From an optimization exercise on the open Yosys and OpenROAD flow, aimed at small area; shortcuts taken in it are not production practice.
At most, simulation tests tie the RTL to the original design; equivalence was not proved.
Power is estimated from default activity; no workload was simulated.

==> inputs of run A <==
Design vga_test, start of the top module:
module vga_test(
    input clk,
    input rst,
    input btn_right, btn_left, btn_up, btn_down,
    input btn_fire,
    input buzz_sw,
    output [3:0] vga_r, vga_g, vga_b,
    output hsync, vsync,
    output buzz
);
  function [15:0] addc;             
    input [15:0] a, b; input cin;
    integer i; reg c;
    begin
      c = cin;
      for (i = 0; i < 16; i = i + 1) begin
        addc[i] = a[i] ^ b[i] ^ c;
        c = (a[i] & b[i]) | (a[i] & c) | (b[i] & c);
      end
    end
  endfunction
  function [15:0] sub16; input [15:0] a, b; sub16 = addc(a, ~b, 1'b1); endfunction
  function [15:0] inc16; input [15:0] a; inc16 = addc(a, 16'd0, 1'b1); endfunction
  function [15:0] dec16; input [15:0] a; dec16 = addc(a, 16'hffff, 1'b0); endfunction
  function ge16;                    
    input [15:0] a, b;
    integer i; reg c;
    begin
      c = 1'b1;
      for (i = 0; i < 16; i = i + 1) c = (a[i] & ~b[i]) | (a[i] & c) | (~b[i] & c);
      ge16 = c;
    end
  endfunction
  function [8:0] updn9;             
    input [8:0] a; input up;
    integer i; reg c;
    begin
      c = 1'b1;
      for (i = 0; i < 9; i = i + 1) begin
        updn9[i] = a[i] ^ c;
        c = c & ~(a[i] ^ up);
      end
    end
  endfunction
  function [8:0] inc9; input [8:0] a; reg [15:0] t; begin t = inc16({7'd0, a}); inc9 = t[8:0]; end endfunction
  function [2:0] rom_user;
    input [4:0] r;
    input [4:0] c;
    begin
      case ({r, c})
        10'd133: rom_user = 3'd7;
        10'd134: rom_user = 3'd7;
        10'd135: rom_user = 3'd7;
        10'd167: rom_user = 3'd7;
        10'd168: rom_user = 3'd7;
        10'd169: rom_user = 3'd7;
        10'd202: rom_user = 3'd7;
        10'd203: rom_user = 3'd7;
        10'd228: rom_user = 3'd7;
        10'd229: rom_user = 3'd7;
        10'd230: rom_user = 3'd7;
        10'd231: rom_user = 3'd7;
        10'd234: rom_user = 3'd7;
        10'd235: rom_user = 3'd7;
        10'd260: rom_user = 3'd7;
        10'd261: rom_user = 3'd7;
        10'd262: rom_user = 3'd7;
        10'd263: rom_user = 3'd7;
        10'd266: rom_user = 3'd7;
        10'd267: rom_user = 3'd7;
        10'd298: rom_user = 3'd7;
        10'd299: rom_user = 3'd7;
        10'd304: rom_user = 3'd7;
  ...
make LEC_CHECK=0 ABC_AREA=1 CAP_MARGIN=20 CORE_MARGIN=2 CORE_UTILIZATION=65 CTS_BUF_LIST=sky130_fd_sc_hd__clkbuf_8 CTS_CLUSTER_DIAMETER=120 CTS_CLUSTER_SIZE=12 GPL_TIMING_DRIVEN=0 PLACE_DENSITY=0.75 SLEW_MARGIN=20 SYNTH_MEMORY_MAX_BITS=32768 finish   # period 12.5 ns
run.sh (not shown) runs the stock make flow with config.mk's settings and CLKGATE_MAP_FILE= SYNTH_SCRIPT=/design/flow/synth_recipe.tcl, a recipe that flattens the netlist after the stock synthesis.
==> run G (differences from run A) <==
--- a/flow/design.v
+++ b/flow/design.v
@@ -864,65 +864,50 @@
   reg [11:0] fc;                   
   wire [15:0] fc_inc = inc16({4'd0, fc});
   always @(posedge clk) if (rst) fc <= 12'hfff; else fc <= fc_inc[11:0];
   reg [8:0] ring [0:31];
   wire star_on;
   wire [8:0] head_in = ring[12];
-  wire [8:0] head_init = ({9{h[4:0] == 5'd0}} & 9'd25) |
-    ({9{h[4:0] == 5'd1}} & 9'd23) |
-    ({9{h[4:0] == 5'd2}} & 9'd45) |
-    ({9{h[4:0] == 5'd3}} & 9'd75) |
-    ({9{h[4:0] == 5'd4}} & 9'd37) |
-    ({9{h[4:0] == 5'd5}} & 9'd7) |
-    ({9{h[4:0] == 5'd6}} & 9'd61) |
-    ({9{h[4:0] == 5'd7}} & 9'd21) |
-    ({9{h[4:0] == 5'd8}} & 9'd6) |
-    ({9{h[4:0] == 5'd9}} & 9'd13) |
-    ({9{h[4:0] == 5'd10}} & 9'd56) |
-    ({9{h[4:0] == 5'd11}} & 9'd33) |
-    ({9{h[4:0] == 5'd12}} & 9'd1) |
-    ({9{h[4:0] == 5'd13}} & 9'd18) |
-    ({9{h[4:0] == 5'd14}} & 9'd11) |
-    ({9{h[4:0] == 5'd15}} & 9'd40) |
-    ({9{h[4:0] == 5'd16}} & 9'd8) |
-    ({9{h[4:0] == 5'd17}} & 9'd16) |
-    ({9{h[4:0] == 5'd18}} & 9'd32) |
-    ({9{h[4:0] == 5'd19}} & 9'd9) |
-    ({9{h[4:0] == 5'd20}} & 9'd5) |
-    ({9{h[4:0] == 5'd21}} & 9'd4) |
-    ({9{h[4:0] == 5'd22}} & 9'd48) |
-    ({9{h[4:0] == 5'd23}} & 9'd12) |
-    ({9{h[4:0] == 5'd24}} & 9'd3) |
-    ({9{h[4:0] == 5'd25}} & 9'd28) |
-    ({9{h[4:0] == 5'd26}} & 9'd29) |
-    ({9{h[4:0] == 5'd27}} & 9'd10) |
-    ({9{h[4:0] == 5'd28}} & 9'd19) |
-    ({9{h[4:0] == 5'd29}} & 9'd20) |
-    ({9{h[4:0] == 5'd30}} & 9'd60) |
-    ({9{h[4:0] == 5'd31}} & 9'd50);
-  wire [1:0] head_tap = ({2{h[4:0] == 5'd1}} & 2'd1) |
-    ({2{h[4:0] == 5'd3}} & 2'd1) |
-    ({2{h[4:0] == 5'd5}} & 2'd1) |
-    ({2{h[4:0] == 5'd7}} & 2'd1) |
-    ({2{h[4:0] == 5'd9}} & 2'd1) |
-    ({2{h[4:0] == 5'd11}} & 2'd1) |
-    ({2{h[4:0] == 5'd12}} & 2'd2) |
-    ({2{h[4:0] == 5'd13}} & 2'd1) |
-    ({2{h[4:0] == 5'd15}} & 2'd1) |
-    ({2{h[4:0] == 5'd16}} & 2'd2) |
-    ({2{h[4:0] == 5'd17}} & 2'd1) |
-    ({2{h[4:0] == 5'd18}} & 2'd2) |
-    ({2{h[4:0] == 5'd19}} & 2'd1) |
-    ({2{h[4:0] == 5'd20}} & 2'd2) |
-    ({2{h[4:0] == 5'd21}} & 2'd1) |
-    ({2{h[4:0] == 5'd23}} & 2'd1) |
-    ({2{h[4:0] == 5'd25}} & 2'd1) |
-    ({2{h[4:0] == 5'd27}} & 2'd1) |
-    ({2{h[4:0] == 5'd29}} & 2'd1) |
-    ({2{h[4:0] == 5'd30}} & 2'd2) |
-    ({2{h[4:0] == 5'd31}} & 2'd1);
+  reg [8:0] head_init;
+  reg [1:0] head_tap;
+  always @* begin
+    case (h[4:0])
+      5'd0: begin head_init = 9'd25; head_tap = 2'd0; end
+      5'd1: begin head_init = 9'd23; head_tap = 2'd1; end
+      5'd2: begin head_init = 9'd45; head_tap = 2'd0; end
+      5'd3: begin head_init = 9'd75; head_tap = 2'd1; end
+      5'd4: begin head_init = 9'd37; head_tap = 2'd0; end
+      5'd5: begin head_init = 9'd7; head_tap = 2'd1; end
+      5'd6: begin head_init = 9'd61; head_tap = 2'd0; end
+      5'd7: begin head_init = 9'd21; head_tap = 2'd1; end
+      5'd8: begin head_init = 9'd6; head_tap = 2'd0; end
+      5'd9: begin head_init = 9'd13; head_tap = 2'd1; end
+      5'd10: begin head_init = 9'd56; head_tap = 2'd0; end
+      5'd11: begin head_init = 9'd33; head_tap = 2'd1; end
+      5'd12: begin head_init = 9'd1; head_tap = 2'd2; end
+      5'd13: begin head_init = 9'd18; head_tap = 2'd1; end
+      5'd14: begin head_init = 9'd11; head_tap = 2'd0; end
+      5'd15: begin head_init = 9'd40; head_tap = 2'd1; end
+      5'd16: begin head_init = 9'd8; head_tap = 2'd2; end
+      5'd17: begin head_init = 9'd16; head_tap = 2'd1; end
+      5'd18: begin head_init = 9'd32; head_tap = 2'd2; end
+      5'd19: begin head_init = 9'd9; head_tap = 2'd1; end
+      5'd20: begin head_init = 9'd5; head_tap = 2'd2; end
+      5'd21: begin head_init = 9'd4; head_tap = 2'd1; end
+      5'd22: begin head_init = 9'd48; head_tap = 2'd0; end
+      5'd23: begin head_init = 9'd12; head_tap = 2'd1; end
+      5'd24: begin head_init = 9'd3; head_tap = 2'd0; end
+      5'd25: begin head_init = 9'd28; head_tap = 2'd1; end
+      5'd26: begin head_init = 9'd29; head_tap = 2'd0; end
+      5'd27: begin head_init = 9'd10; head_tap = 2'd1; end
+      5'd28: begin head_init = 9'd19; head_tap = 2'd0; end
+      5'd29: begin head_init = 9'd20; head_tap = 2'd1; end
+      5'd30: begin head_init = 9'd60; head_tap = 2'd2; end
+      5'd31: begin head_init = 9'd50; head_tap = 2'd1; end
+    endcase
+  end
   wire head_en = (head_tap == 2'd0 & (ge16({4'd0, fc}, 16'd4085) | ~ge16({4'd0, fc}, 16'd21))) |
                  (head_tap == 2'd1 & (ge16({4'd0, fc}, 16'd4086) | ~ge16({4'd0, fc}, 16'd22))) |
                  (head_tap == 2'd2 & (ge16({4'd0, fc}, 16'd1) & ~ge16({4'd0, fc}, 16'd33)));
   wire [8:0] head_base = initing ? head_init : head_in;
   wire [8:0] head_out = (initing | head_en) ? (((head_base & 9'd479) == 9'd479) ? head_init : inc9(head_base)) : head_base;
   wire vis0 = (h == 10'd50) | (h == 10'd100) | (h == 10'd150) | (h == 10'd200) | (h == 10'd250) | (h == 10'd300) | (h == 10'd400) | (h == 10'd450) | (h == 10'd500) | (h == 10'd550) | (h == 10'd590);
--- a/flow/config.mk
+++ b/flow/config.mk
@@ -5,14 +5,14 @@
 export SDC_FILE = /design/flow/constraint.sdc
 export NUM_CORES = 4
 export LEC_CHECK = 0
 export ABC_AREA = 1
 export CAP_MARGIN = 20
 export CORE_MARGIN = 2
-export CORE_UTILIZATION = 65
+export CORE_UTILIZATION = 55
 export CTS_BUF_LIST = sky130_fd_sc_hd__clkbuf_8
 export CTS_CLUSTER_DIAMETER = 120
 export CTS_CLUSTER_SIZE = 12
 export GPL_TIMING_DRIVEN = 0
-export PLACE_DENSITY = 0.75
+export PLACE_DENSITY = 0.65
 export SLEW_MARGIN = 20
 export SYNTH_MEMORY_MAX_BITS = 32768
==> run K (differences from run A) <==
--- a/flow/design.v
+++ b/flow/design.v
@@ -711,36 +711,37 @@
       if (btn_up && py != 9'd0) py <= py_dec[8:0];
       else if (btn_down && !((py & 9'd448) == 9'd448)) py <= py_inc[8:0];
     end
   end
   reg [1:0] st;
   reg started, rall;
-  reg [15:0] kc;                   
+  reg [7:0] fy;                    
+  reg [9:0] kc;                    
   reg [8:0] mc;                    
   reg sp_alive;
   reg [3:0] hp;
   reg [3:0] fa;
   reg [7:0] ma;
   wire enemy_rst = rst | rall;
   wire ftick = kc[9];
   wire mtick = (mc & 9'd500) == 9'd500;
-  wire [15:0] kc_inc = inc16(kc);
+  wire [15:0] kc_inc = inc16({6'd0, kc});
   wire [15:0] mc_inc = inc16({7'd0, mc});
   always @(posedge clk) begin
     if (rst) begin
       st <= S_INIT; started <= 1'b0; rall <= 1'b0;
     end else case (st)
       S_INIT: begin st <= S_NORMAL; started <= 1'b0; rall <= 1'b0; end
       S_NORMAL: if (fa == 4'd0 && ma == 8'd0) st <= S_BOSS;
       S_BOSS: if (!started) started <= 1'b1; else if (!sp_alive) st <= S_CLEAR;
-      S_CLEAR: if ((kc & 16'd50000) == 16'd50000) begin st <= S_INIT; rall <= 1'b1; end
+      S_CLEAR: if ((fy[5:0] & 6'd48) == 6'd48   && (kc & 10'd848) == 10'd848) begin st <= S_INIT; rall <= 1'b1; end
     endcase
   end
   always @(posedge clk) begin
-    if (rst || st == S_BOSS || (st == S_INIT && rall) || (st != S_CLEAR && ftick)) kc <= 16'd0;
-    else kc <= kc_inc;
+    if (rst || st == S_BOSS || (st == S_INIT && rall) || (st != S_CLEAR && ftick)) kc <= 10'd0;
+    else kc <= kc_inc[9:0];
     if (enemy_rst || st == S_CLEAR || (st == S_BOSS && !sp_alive) || mtick) mc <= 9'd0;
     else mc <= mc_inc[8:0];
   end
   reg [7:0] act;
   reg [9:0] bs [0:7];              
   reg [8:0] by [0:7];
@@ -760,19 +761,18 @@
       else if (hit[j]) act[j] <= 1'b0;
       else if (fire_j[j]) act[j] <= 1'b1;
       else if (tk33 && act[j] && by_zero) act[j] <= 1'b0;
       if (!act[j]) begin
         bs[j] <= px20[9:0];
         by[j] <= py;
-      end else if (tk33 && !by_zero)
+      end else if (tk33)           
         by[j] <= by_dec[8:0];
     end
   end endgenerate
   always @(posedge clk)
     if (rst) prev_fire <= 1'b0; else prev_fire <= btn_fire;
-  reg [7:0] fy;                    
   wire [15:0] fy_inc = inc16({8'd0, fy});
   wire [3:0] fcol [0:7];
   wire [15:0] fy16 = addc({8'd0, fy}, 16'd16, 1'b0);
   wire [7:0] fyin;
   wire [7:0] fly_bhit;
   wire [3:0] fly_kill_m [0:7];
@@ -786,12 +786,16 @@
   end endgenerate
   wire [3:0] fly_kill = fly_kill_m[0] | fly_kill_m[1] | fly_kill_m[2] | fly_kill_m[3] |
                         fly_kill_m[4] | fly_kill_m[5] | fly_kill_m[6] | fly_kill_m[7];
   always @(posedge clk) begin
     if (enemy_rst) begin
       fy <= 8'd0; fa <= 4'b1111;
+    end else if (st == S_BOSS) begin
+      fy <= 8'd0;                  
+    end else if (st == S_CLEAR) begin
+      if (kc == 10'd1023) fy <= fy_inc[7:0];    
     end else if (ftick) begin
       fy <= ((fy & 8'd224) == 8'd224) ? 8'd0 : fy_inc[7:0];
       fa <= fa & ~fly_kill;
     end
   end
   reg [8:0] mq [0:7];              
@@ -974,43 +978,42 @@
   wire [15:0] uy = sub16({6'd0, y}, {7'd0, py});
   wire [2:0] ucol = (ux[9:5] == 5'd0 && uy[9:5] == 5'd0) ? rom_user(uy[4:0], ux[4:0]) : 3'd0;
   wire [7:0] bv;
   generate for (j = 0; j < 8; j = j + 1) begin : bd
     wire [15:0] dx = sub16({6'd0, bs[j]}, {6'd0, x});
     wire [15:0] dy = sub16({6'd0, y}, {7'd0, by[j]});
-    assign bv[j] = act[j] & (dx[9:3] == 7'd0) & (dx[2:0] >= 3'd3) & (dx[2:0] <= 3'd6) & (dy[9:3] == 7'd0);
+    assign bv[j] = act[j] & (dx[9:3] == 7'd0) & (dx[2] ^ (dx[1] & dx[0])) & (dy[9:3] == 7'd0);
   end endgenerate
   wire bval = (bv != 8'd0);
   wire [15:0] sx = sub16({7'd0, x[9:1]}, {7'd0, mq[0]});
   wire [2:0] scol = (sp_alive && y[9:6] == 4'd0 && sx[8:5] == 4'd0) ? rom_spider(y[5:0], {sx[4:0], x[0]}) : 3'd0;
   wire [15:0] qy = sub16({6'd0, y}, 16'd100);
   wire [95:0] qrow = (qy[9:5] == 5'd0) ? row_mosq(qy[4:0]) : 96'd0;
-  wire [2:0] qpair [0:15];
-  generate for (j = 0; j < 16; j = j + 1) begin : qp
-    assign qpair[j] = x[0] ? qrow[6*j+5:6*j+3] : qrow[6*j+2:6*j];
-  end endgenerate
-  wire [15:0] qnz;
+  wire [15:0] qnz;                 
   generate for (j = 0; j < 16; j = j + 1) begin : qn
-    assign qnz[j] = (qpair[j] != 3'd0);
+    assign qnz[j] = x[0] ? (qrow[6*j+5:6*j+3] != 3'd0) : (qrow[6*j+2:6*j] != 3'd0);
   end endgenerate
   wire [7:0] qc;
   wire [3:0] qlx [0:7];
   generate for (i = 0; i < 8; i = i + 1) begin : qd
     wire [15:0] dx = sub16({7'd0, x[9:1]}, {7'd0, mq[i]});
     assign qlx[i] = dx[3:0];
     assign qc[i] = ma[i] & (dx[8:4] == 5'd0) & qnz[dx[3:0]];
   end endgenerate
   wire [3:0] qwin = qc[0] ? qlx[0] : qc[1] ? qlx[1] : qc[2] ? qlx[2] : qc[3] ? qlx[3] :
                     qc[4] ? qlx[4] : qc[5] ? qlx[5] : qc[6] ? qlx[6] : qlx[7];
-  wire [2:0] mcol = (qc != 8'd0) ? qpair[qwin] : 3'd0;
+  wire [4:0] qcx = {qwin, x[0]};
+  wire [2:0] mcol = (qc != 8'd0) ? qrow[qcx*3 +: 3] : 3'd0;
   wire [15:0] fdy = sub16({6'd0, y}, {7'd0, fy, 1'b0});
   wire [3:0] fin;
   generate for (i = 0; i < 4; i = i + 1) begin : fd
     assign fin[i] = fa[i] & ge16({6'd0, x}, 200 + 50*i) & ~ge16({6'd0, x}, 232 + 50*i);
   end endgenerate
-  wire [4:0] flx = fin[0] ? x[4:0] - 5'd8 : fin[1] ? x[4:0] - 5'd26 : fin[2] ? x[4:0] - 5'd12 : x[4:0] - 5'd30;
+  wire [4:0] foff = fin[0] ? 5'd24 : fin[1] ? 5'd6 : fin[2] ? 5'd20 : 5'd2;    
+  wire [15:0] flx16 = addc({11'd0, x[4:0]}, {11'd0, foff}, 1'b0);
+  wire [4:0] flx = flx16[4:0];
   wire [2:0] fcolr = (fin != 4'd0 && fdy[9:5] == 5'd0) ? rom_fly(fdy[4:0], flx) : 3'd0;
   wire [2:0] rgb = (ucol != 0) ? ucol : bval ? 3'd7 : (scol != 0) ? scol : (mcol != 0) ? mcol :
                    (fcolr != 0) ? fcolr : star_on ? 3'd7 : 3'd0;
   assign vga_r = {4{video_on & rgb[2]}};
   assign vga_g = {4{video_on & rgb[1]}};
   assign vga_b = {4{video_on & rgb[0]}};
--- a/flow/config.mk
+++ b/flow/config.mk
@@ -5,14 +5,14 @@
 export SDC_FILE = /design/flow/constraint.sdc
 export NUM_CORES = 4
 export LEC_CHECK = 0
 export ABC_AREA = 1
 export CAP_MARGIN = 20
 export CORE_MARGIN = 2
-export CORE_UTILIZATION = 65
+export CORE_UTILIZATION = 55
 export CTS_BUF_LIST = sky130_fd_sc_hd__clkbuf_8
 export CTS_CLUSTER_DIAMETER = 120
 export CTS_CLUSTER_SIZE = 12
 export GPL_TIMING_DRIVEN = 0
-export PLACE_DENSITY = 0.75
+export PLACE_DENSITY = 0.65
 export SLEW_MARGIN = 20
 export SYNTH_MEMORY_MAX_BITS = 32768
==> run Y (differences from run A) <==
--- a/flow/design.v
+++ b/flow/design.v
@@ -711,36 +711,37 @@
       if (btn_up && py != 9'd0) py <= py_dec[8:0];
       else if (btn_down && !((py & 9'd448) == 9'd448)) py <= py_inc[8:0];
     end
   end
   reg [1:0] st;
   reg started, rall;
-  reg [15:0] kc;                   
+  reg [7:0] fy;                    
+  reg [9:0] kc;                    
   reg [8:0] mc;                    
   reg sp_alive;
   reg [3:0] hp;
   reg [3:0] fa;
   reg [7:0] ma;
   wire enemy_rst = rst | rall;
   wire ftick = kc[9];
   wire mtick = (mc & 9'd500) == 9'd500;
-  wire [15:0] kc_inc = inc16(kc);
+  wire [15:0] kc_inc = inc16({6'd0, kc});
   wire [15:0] mc_inc = inc16({7'd0, mc});
   always @(posedge clk) begin
     if (rst) begin
       st <= S_INIT; started <= 1'b0; rall <= 1'b0;
     end else case (st)
       S_INIT: begin st <= S_NORMAL; started <= 1'b0; rall <= 1'b0; end
       S_NORMAL: if (fa == 4'd0 && ma == 8'd0) st <= S_BOSS;
       S_BOSS: if (!started) started <= 1'b1; else if (!sp_alive) st <= S_CLEAR;
-      S_CLEAR: if ((kc & 16'd50000) == 16'd50000) begin st <= S_INIT; rall <= 1'b1; end
+      S_CLEAR: if ((fy[5:0] & 6'd48) == 6'd48   && (kc & 10'd848) == 10'd848) begin st <= S_INIT; rall <= 1'b1; end
     endcase
   end
   always @(posedge clk) begin
-    if (rst || st == S_BOSS || (st == S_INIT && rall) || (st != S_CLEAR && ftick)) kc <= 16'd0;
-    else kc <= kc_inc;
+    if (rst || st == S_BOSS || (st == S_INIT && rall) || (st != S_CLEAR && ftick)) kc <= 10'd0;
+    else kc <= kc_inc[9:0];
     if (enemy_rst || st == S_CLEAR || (st == S_BOSS && !sp_alive) || mtick) mc <= 9'd0;
     else mc <= mc_inc[8:0];
   end
   reg [7:0] act;
   reg [9:0] bs [0:7];              
   reg [8:0] by [0:7];
@@ -760,19 +761,18 @@
       else if (hit[j]) act[j] <= 1'b0;
       else if (fire_j[j]) act[j] <= 1'b1;
       else if (tk33 && act[j] && by_zero) act[j] <= 1'b0;
       if (!act[j]) begin
         bs[j] <= px20[9:0];
         by[j] <= py;
-      end else if (tk33 && !by_zero)
+      end else if (tk33)           
         by[j] <= by_dec[8:0];
     end
   end endgenerate
   always @(posedge clk)
     if (rst) prev_fire <= 1'b0; else prev_fire <= btn_fire;
-  reg [7:0] fy;                    
   wire [15:0] fy_inc = inc16({8'd0, fy});
   wire [3:0] fcol [0:7];
   wire [15:0] fy16 = addc({8'd0, fy}, 16'd16, 1'b0);
   wire [7:0] fyin;
   wire [7:0] fly_bhit;
   wire [3:0] fly_kill_m [0:7];
@@ -786,12 +786,16 @@
   end endgenerate
   wire [3:0] fly_kill = fly_kill_m[0] | fly_kill_m[1] | fly_kill_m[2] | fly_kill_m[3] |
                         fly_kill_m[4] | fly_kill_m[5] | fly_kill_m[6] | fly_kill_m[7];
   always @(posedge clk) begin
     if (enemy_rst) begin
       fy <= 8'd0; fa <= 4'b1111;
+    end else if (st == S_BOSS) begin
+      fy <= 8'd0;                  
+    end else if (st == S_CLEAR) begin
+      if (kc == 10'd1023) fy <= fy_inc[7:0];    
     end else if (ftick) begin
       fy <= ((fy & 8'd224) == 8'd224) ? 8'd0 : fy_inc[7:0];
       fa <= fa & ~fly_kill;
     end
   end
   reg [8:0] mq [0:7];              
@@ -974,43 +978,42 @@
   wire [15:0] uy = sub16({6'd0, y}, {7'd0, py});
   wire [2:0] ucol = (ux[9:5] == 5'd0 && uy[9:5] == 5'd0) ? rom_user(uy[4:0], ux[4:0]) : 3'd0;
   wire [7:0] bv;
   generate for (j = 0; j < 8; j = j + 1) begin : bd
     wire [15:0] dx = sub16({6'd0, bs[j]}, {6'd0, x});
     wire [15:0] dy = sub16({6'd0, y}, {7'd0, by[j]});
-    assign bv[j] = act[j] & (dx[9:3] == 7'd0) & (dx[2:0] >= 3'd3) & (dx[2:0] <= 3'd6) & (dy[9:3] == 7'd0);
+    assign bv[j] = act[j] & (dx[9:3] == 7'd0) & (dx[2] ^ (dx[1] & dx[0])) & (dy[9:3] == 7'd0);
   end endgenerate
   wire bval = (bv != 8'd0);
   wire [15:0] sx = sub16({7'd0, x[9:1]}, {7'd0, mq[0]});
   wire [2:0] scol = (sp_alive && y[9:6] == 4'd0 && sx[8:5] == 4'd0) ? rom_spider(y[5:0], {sx[4:0], x[0]}) : 3'd0;
   wire [15:0] qy = sub16({6'd0, y}, 16'd100);
   wire [95:0] qrow = (qy[9:5] == 5'd0) ? row_mosq(qy[4:0]) : 96'd0;
-  wire [2:0] qpair [0:15];
-  generate for (j = 0; j < 16; j = j + 1) begin : qp
-    assign qpair[j] = x[0] ? qrow[6*j+5:6*j+3] : qrow[6*j+2:6*j];
-  end endgenerate
-  wire [15:0] qnz;
+  wire [15:0] qnz;                 
   generate for (j = 0; j < 16; j = j + 1) begin : qn
-    assign qnz[j] = (qpair[j] != 3'd0);
+    assign qnz[j] = x[0] ? (qrow[6*j+5:6*j+3] != 3'd0) : (qrow[6*j+2:6*j] != 3'd0);
   end endgenerate
   wire [7:0] qc;
   wire [3:0] qlx [0:7];
   generate for (i = 0; i < 8; i = i + 1) begin : qd
     wire [15:0] dx = sub16({7'd0, x[9:1]}, {7'd0, mq[i]});
     assign qlx[i] = dx[3:0];
     assign qc[i] = ma[i] & (dx[8:4] == 5'd0) & qnz[dx[3:0]];
   end endgenerate
   wire [3:0] qwin = qc[0] ? qlx[0] : qc[1] ? qlx[1] : qc[2] ? qlx[2] : qc[3] ? qlx[3] :
                     qc[4] ? qlx[4] : qc[5] ? qlx[5] : qc[6] ? qlx[6] : qlx[7];
-  wire [2:0] mcol = (qc != 8'd0) ? qpair[qwin] : 3'd0;
+  wire [4:0] qcx = {qwin, x[0]};
+  wire [2:0] mcol = (qc != 8'd0) ? qrow[qcx*3 +: 3] : 3'd0;
   wire [15:0] fdy = sub16({6'd0, y}, {7'd0, fy, 1'b0});
   wire [3:0] fin;
   generate for (i = 0; i < 4; i = i + 1) begin : fd
     assign fin[i] = fa[i] & ge16({6'd0, x}, 200 + 50*i) & ~ge16({6'd0, x}, 232 + 50*i);
   end endgenerate
-  wire [4:0] flx = fin[0] ? x[4:0] - 5'd8 : fin[1] ? x[4:0] - 5'd26 : fin[2] ? x[4:0] - 5'd12 : x[4:0] - 5'd30;
+  wire [4:0] foff = fin[0] ? 5'd24 : fin[1] ? 5'd6 : fin[2] ? 5'd20 : 5'd2;    
+  wire [15:0] flx16 = addc({11'd0, x[4:0]}, {11'd0, foff}, 1'b0);
+  wire [4:0] flx = flx16[4:0];
   wire [2:0] fcolr = (fin != 4'd0 && fdy[9:5] == 5'd0) ? rom_fly(fdy[4:0], flx) : 3'd0;
   wire [2:0] rgb = (ucol != 0) ? ucol : bval ? 3'd7 : (scol != 0) ? scol : (mcol != 0) ? mcol :
                    (fcolr != 0) ? fcolr : star_on ? 3'd7 : 3'd0;
   assign vga_r = {4{video_on & rgb[2]}};
   assign vga_g = {4{video_on & rgb[1]}};
   assign vga_b = {4{video_on & rgb[0]}};
==> flow/config.mk (replaced) <==
export PLATFORM = sky130hd
export DESIGN_NAME = vga_test
export DESIGN_NICKNAME = vga_test
export VERILOG_FILES = /design/flow/design.v
export SDC_FILE = /design/flow/constraint.sdc
export NUM_CORES = 4
export LEC_CHECK = 0
export ABC_AREA = 1
export CAP_MARGIN = 20
export CORE_MARGIN = 2
export CORE_UTILIZATION = 55
export CTS_BUF_LIST = sky130_fd_sc_hd__clkbuf_4 sky130_fd_sc_hd__clkbuf_8 sky130_fd_sc_hd__clkbuf_16
export CTS_CLUSTER_DIAMETER = 120
export CTS_CLUSTER_SIZE = 20
export GPL_TIMING_DRIVEN = 0
export PLACE_DENSITY = 0.65
export SLEW_MARGIN = 20
export SYNTH_MEMORY_MAX_BITS = 32768
==> qor summary <==
Routed metal-1 wire length: run Y 64590 µm; run A 60950 µm; run G 67110 µm; run K 64410 µm
Clock insertion delay at the later pin of the skew report: run Y 660 ps; run A 760 ps; run G 810 ps; run K 810 ps
Multi-input gate share of the layout cell area: run Y 51.29%; run A 51.90%; run G 51.23%; run K 51.48%
Starting density of the core: run Y 55.53%; run A 65.39%; run G 55.46%; run K 55.53%
Clock power frac: run Y 28.9%; run A 27.1%; run G 28.0%; run K 27.1%
Reg-to-reg slack, setup: run Y 5000 ps; run A 5350 ps; run G 5070 ps; run K 5050 ps
Peak supply drop: run Y 139.5 µV; run A 125.5 µV; run G 116.6 µV; run K 127.8 µV
Horizontal die dimension: run Y 291.9 µm; run A 271.5 µm; run G 294.0 µm; run K 291.9 µm
Iteration count of the initial detailed-routing pass: run Y 6; run A 14; run G 9; run K 8
Final Cycle Share: run Y 92.86%; run A 90.77%; run G 90.76%; run K 94.28%
Worst endpoint data arrival time: run Y 9110 ps; run A 8850 ps; run G 8840 ps; run K 9290 ps
Layout cell share with drive strength beyond 1: run Y 4.023%; run A 5.144%; run G 4.364%; run K 4.205%
Fraction of power spent switching nets: run Y 31.48%; run A 33.40%; run G 32.62%; run K 32.69%
Wire length on met3: run Y 18040 µm; run A 24800 µm; run G 20560 µm; run K 18850 µm
Adder and majority gate portion of the synthesized area: run Y 15.50%; run A 15.62%; run G 15.78%; run K 15.50%
Fraction of area in clock buffers and inverters: run Y 2.911%; run A 2.439%; run G 2.598%; run K 2.563%
Flop pwr share: run Y 51.5%; run A 52.7%; run G 52.2%; run K 52.9%
Per-cell via count in the routed design: run Y 6.334; run A 6.675; run G 6.317; run K 6.306
Final critical delay including setup and external delays: run Y 11610 ps; run A 11350 ps; run G 11340 ps; run K 11790 ps
Clk slew on worst S/H paths: run Y 100 ps; run A 100 ps; run G 120 ps; run K 100 ps
Nets in the synthesized netlist: run Y 6027; run A 6149; run G 6106; run K 6027
DRC marker count from the first detailed-route iteration: run Y 5536; run A 7083; run G 5383; run K 5037
Post-synthesis cell area: run Y 45600 µm²; run A 46500 µm²; run G 46270 µm²; run K 45600 µm²
Number of global-route vias before repair: run Y 39880; run A 42470; run G 39710; run K 40010
Wire length per cell after detailed routing: run Y 24.25 µm; run A 25.28 µm; run G 24.31 µm; run K 24.18 µm
Average instance area after synthesis: run Y 8.186 µm²; run A 8.195 µm²; run G 8.219 µm²; run K 8.186 µm²
Outcome: run Y complete, no violations; run A complete, no violations; run G complete, no violations; run K complete, no violations
No functional check of the RTL was part of run A.

[static timing again, ports no longer ideal]
No port has a modelled driver above. Below, the same layouts with a new extraction and two added sets of constraints. Step 1 assumes that a clkbuf_16 drives the clock port and a buf_2 every other input. Step 2 also shifts input and output timing later by t, the mid clock arrival at the registers, as if the neighbouring blocks saw the same clock. a / b / c = no drivers / after step 1 / after step 2; a / b = the first two.
run | shift t [ns] | setup WS [ns] | worst setup path at the end | pins driven straight from the clock port
run A | 0.799 | 1.153 / 1.088 / 1.887 | register to output | 1
run G | 0.830 | 1.155 / 1.089 / 1.918 | register to output | 1
run K | 0.845 | 0.715 / 0.645 / 1.490 | register to output | 1
run Y | 0.717 | 0.893 / 0.819 / 1.536 | register to output | 1
After both steps every run listed still meets setup and hold.
